This is an optimization exercise on Yosys and OpenROAD, whose aim is small area, a short achievable clock period and few clock cycles per item, not a production implementation.
Function was checked by simulation only, so behaviour that the tests miss may differ from the original.
Power is estimated from default activity; no workload was simulated.

## vector_mul_simple
module vector_mul_simple (
    input  logic               clk_i,
    input  logic               rst_ni,
    input  logic               in_valid_i,
    input  logic signed [31:0] in_a_i,
    input  logic signed [31:0] in_b_i,
    output logic               out_valid_o,
    output logic signed [63:0] out_result_o
);
Size: roughly 2600 cells after synthesis, about 310 flip-flops, roughly 0.030 mm^2 of cells after synthesis.
Settings: LEC_CHECK=0, CAP_MARGIN=20, CORE_MARGIN=2, CORE_UTILIZATION=55, SETUP_SLACK_MARGIN=4.5, SLEW_MARGIN=20, SYNTH_HIERARCHICAL=1, SYNTH_MINIMUM_KEEP_SIZE=0; clock period 8.0 ns.
standard.sh (not shown) runs the stock make flow with config.mk's settings and CLKGATE_MAP_FILE= SYNTH_SCRIPT=/design/flow/synth_recipe.tcl, a recipe that flattens the netlist after the stock synthesis.
==> flow/flow/run.sh <==
#!/bin/bash
# Layout flow: the standard ORFS flow (standard.sh, unchanged synthesis), except that the
# buffers placed on the input and output ports are sky130_fd_sc_hd__buf_2 instead of the
# resizer's default pick (clkdlybuf4s50_1, which is twice the area and slow).
set -euo pipefail
export BUFFER_PORTS_ARGS="-buffer_cell sky130_fd_sc_hd__buf_2"
bash standard.sh > standard.log 2>&1
Testbench counts at the start, summed over its fixed seeds: cycles 16,016, items 16,000.
Edit:
==> flow/run.sh (new file) <==
#!/bin/bash
# synth_recipe.tcl (not shown) runs the flow's synth.tcl, then flattens the netlist and writes it again
# the make line also repeats each setting of config.mk as NAME=value (left out here)
make -C /OpenROAD-flow-scripts/flow DESIGN_CONFIG=/design/flow/config.mk WORK_HOME=/design/flow/orfs CLKGATE_MAP_FILE= SYNTH_SCRIPT=/design/flow/synth_recipe.tcl finish
CORE_UTILIZATION = 40   (was 55)
CTS_BUF_LIST = sky130_fd_sc_hd__clkbuf_8   (was not set)
CTS_CLUSTER_SIZE = 30   (was not set)
removed: flow/flow/run.sh
removed: flow/standard.sh
After rerunning: The changed run went through all stages and came out clean; clock skew rose by 0.021 ns; power goes up by a few percent; combinational power rose by a few percent; area after synthesis is unchanged; global-route usage came out lower by 9.3 points; wire length rises slightly; design area came out higher by a few percent.


JK:
vector_mul_simple, a different RTL version from the one above (not shown whole).
Size in the first run: roughly 2800 cells after synthesis, about 130 I/O pins, ~34000 sq um of cells after synthesis.
clock: 8.0 ns
lec_check: 0
cap_margin: 20
core_margin: 2
core_utilization: 55
cts_buf_list: sky130_fd_sc_hd__clkbuf_16 sky130_fd_sc_hd__clkbuf_8
cts_cluster_diameter: 80
cts_cluster_size: 30
slew_margin: 20
synth_hierarchical: 1
synth_minimum_keep_size: 0
==> flow/flow/run.sh <==
#!/bin/bash
# Layout flow: the standard ORFS flow (standard.sh, unchanged synthesis), except that
#  - the buffers placed on the input and output ports are sky130_fd_sc_hd__buf_2 instead of the
#    resizer's default pick (clkdlybuf4s50_1, twice the area and slow),
#  - flow/downsize.tcl, run when the synthesized netlist is loaded into OpenROAD, starts the
#    a21oi cells that abc sized _2 at _1 (the resizer upsizes those that timing needs).
set -euo pipefail
export BUFFER_PORTS_ARGS="-buffer_cell sky130_fd_sc_hd__buf_2"
export SETUP_SLACK_MARGIN=5.3
export POST_SYNTH_TCL="$PWD/flow/downsize.tcl"
export CTS_ARGS="-sink_clustering_enable -repair_clock_nets -sink_clustering_size 30 -sink_clustering_max_diameter 80 -buf_list {sky130_fd_sc_hd__clkbuf_16 sky130_fd_sc_hd__clkbuf_8} -root_buf sky130_fd_sc_hd__clkbuf_16 -sink_clustering_levels 1"
bash standard.sh > standard.log 2>&1
==> flow/flow/downsize.tcl <==
# Sourced by ORFS's synth_odb step (POST_SYNTH_TCL) with the synthesized netlist loaded:
# abc maps the prefix adder's AOI cells to a21oi_2; start them at a21oi_1 and let the
# resizer upsize the ones that timing needs.
set db [ord::get_db]
set small [$db findMaster sky130_fd_sc_hd__a21oi_1]
set n 0
foreach inst [[ord::get_db_block] getInsts] {
  if {[[$inst getMaster] getName] eq "sky130_fd_sc_hd__a21oi_2"} {
    $inst swapMaster $small
    incr n
  }
}
puts "downsize.tcl: a21oi_2 -> a21oi_1 on $n instances"
Testbench counts of JK, summed over its fixed seeds: cycles 16,024, items 16,000.
Changes in MS relative to JK:
-- flow/flow/run.sh --
<<< JK, line 9
export SETUP_SLACK_MARGIN=5.3
export POST_SYNTH_TCL="$PWD/flow/downsize.tcl"
export CTS_ARGS="-sink_clustering_enable -repair_clock_nets -sink_clustering_size 30 -sink_clustering_max_diameter 80 -buf_list {sky130_fd_sc_hd__clkbuf_16 sky130_fd_sc_hd__clkbuf_8} -root_buf sky130_fd_sc_hd__clkbuf_16 -sink_clustering_levels 1"
bash standard.sh > standard.log 2>&1
>>> MS, line 9
export SETUP_SLACK_MARGIN=5.3
export POST_SYNTH_TCL="$PWD/flow/downsize.tcl"
bash standard.sh > standard.log 2>&1
### Flow results
- Summary of MS over JK: critical path's largest stage delay now sits at about the same level, post-detailed-placement cell area shows no meaningful change, multi-input gate share of total cell area was more or less identical.
- The final area on MS is in line with that on JK.
- Diff JK -> MS: synthesized area did not really move; fraction of power consumed by combinational cells level; multi-input combinational gate total neither gained nor lost much.
- Diff JK..MS | total power | unchanged
- Worst setup margin came out exactly the same in JK and MS.
- Comparing MS against JK, there is no change at all in synthesized cell count.
- On detailed route wirelength on metal3, JK and MS are basically level.
Relative to MS, the following input files were edited for AL:
Settings: CORE_UTILIZATION now 50, was 55.
-- flow/flow/run.sh --
<<< MS, line 7
set -euo pipefail
export BUFFER_PORTS_ARGS="-buffer_cell sky130_fd_sc_hd__buf_2"
export SETUP_SLACK_MARGIN=5.3
export POST_SYNTH_TCL="$PWD/flow/downsize.tcl"
bash standard.sh > standard.log 2>&1
>>> AL, line 7
set -euo pipefail
export BUFFER_PORTS_ARGS="-buffer_cell sky130_fd_sc_hd__buf_2"
export SETUP_SLACK_MARGIN=5.5
export POST_SYNTH_TCL="$PWD/flow/downsize.tcl"
bash standard.sh > standard.log 2>&1
AL vs. MS: global routing met3 resource utilization down 0.83 points, routed length per placed instance down about 0.7%. Delta(sequential share of layout area, AL - MS) < 0. When AL is measured against MS, its number of antenna violations at the first check in global routing turns out 3 higher. Compared to MS, AL reaches a higher achievable clock. In the metrics for AL and MS, the one carrying the higher last weighted congestion value of the routability-driven placer is MS. The global-route usage of AL falls short of that of MS by 2.5 points. Share of the clock period used by the worst path after layout for AL is lower than for MS.
The inputs of TR differ from those of AL as listed below.
-- flow/flow/run.sh --
<<< AL, line 7
set -euo pipefail
export BUFFER_PORTS_ARGS="-buffer_cell sky130_fd_sc_hd__buf_2"
export SETUP_SLACK_MARGIN=5.5
export POST_SYNTH_TCL="$PWD/flow/downsize.tcl"
bash standard.sh > standard.log 2>&1
>>> TR, line 7
set -euo pipefail
export BUFFER_PORTS_ARGS="-buffer_cell sky130_fd_sc_hd__buf_2"
export SETUP_SLACK_MARGIN=5.3
export POST_SYNTH_TCL="$PWD/flow/downsize.tcl"
bash standard.sh > standard.log 2>&1
Notes after the runs:
- Of the two values seen for end point of the critical path, out_result_o[43] was produced by TR and out_result_o[39] by AL.
- Going from AL to TR, portion of the layout cell area used by non-clock buffers -0.80 points, total wirelength of the detailed-routed design -about 0.5%, total power -about 2.2%.
For PW, these inputs were changed with respect to TR:
Settings: a change of CORE_UTILIZATION from 50 to 55.
-- flow/flow/run.sh --
<<< TR, line 7
set -euo pipefail
export BUFFER_PORTS_ARGS="-buffer_cell sky130_fd_sc_hd__buf_2"
export SETUP_SLACK_MARGIN=5.3
export POST_SYNTH_TCL="$PWD/flow/downsize.tcl"
bash standard.sh > standard.log 2>&1
>>> PW, line 7
set -euo pipefail
export BUFFER_PORTS_ARGS="-buffer_cell sky130_fd_sc_hd__buf_2"
export SETUP_SLACK_MARGIN=5.2
export POST_SYNTH_TCL="$PWD/flow/downsize.tcl"
bash standard.sh > standard.log 2>&1
Results
Compared with TR, PW shows register-to-register slack lower by 30 ps.
Re level count of the clock H-tree: PW is 1 down on TR.
PW vs TR: post-layout instance count excluding filler cells down in PW
Compared with TR, PW shows non-clock buffer count lower by 4.
PW: starting utilization of the core area 4.8 points above TR

## afterwards: timing with drivers on the ports
In the flow no input, the clock included, has a driving cell. The finished layouts below were timed again as built, in two steps. Step 1 sets driving cells, clkbuf_16 on the clock port and buf_2 on the other inputs (assumed; they add their load-dependent delay and slew). Step 2 times the ports against the registers' clock, not the clock port: input delays grow and output delays shrink by t, the midpoint of the rising clock arrivals with the driver on. Slacks: ideal ports / drivers / drivers and shift; pairs: ideal ports / drivers.
run | shift t [ns] | setup WS [ns] | worst hold slack (ns)
the first run of note 1 | 0.627 | 4.552 / 4.552 / 4.552 | 0.348 / 0.348 / 0.348
the second run of note 1 | 0.737 | 4.533 / 4.533 / 4.533 | 0.349 / 0.349 / 0.349
JK | 0.705 | 5.242 / 5.176 / 5.365 | 0.340 / 0.340 / 0.340
MS | 0.705 | 5.242 / 5.176 / 5.365 | 0.340 / 0.340 / 0.340
AL | 0.645 | 5.304 / 5.241 / 5.469 | 0.339 / 0.339 / 0.339
TR | 0.645 | 5.302 / 5.239 / 5.311 | 0.338 / 0.338 / 0.338
PW | 0.706 | 5.232 / 5.165 / 5.275 | 0.340 / 0.340 / 0.340
After both steps setup and hold are still met in every run listed.
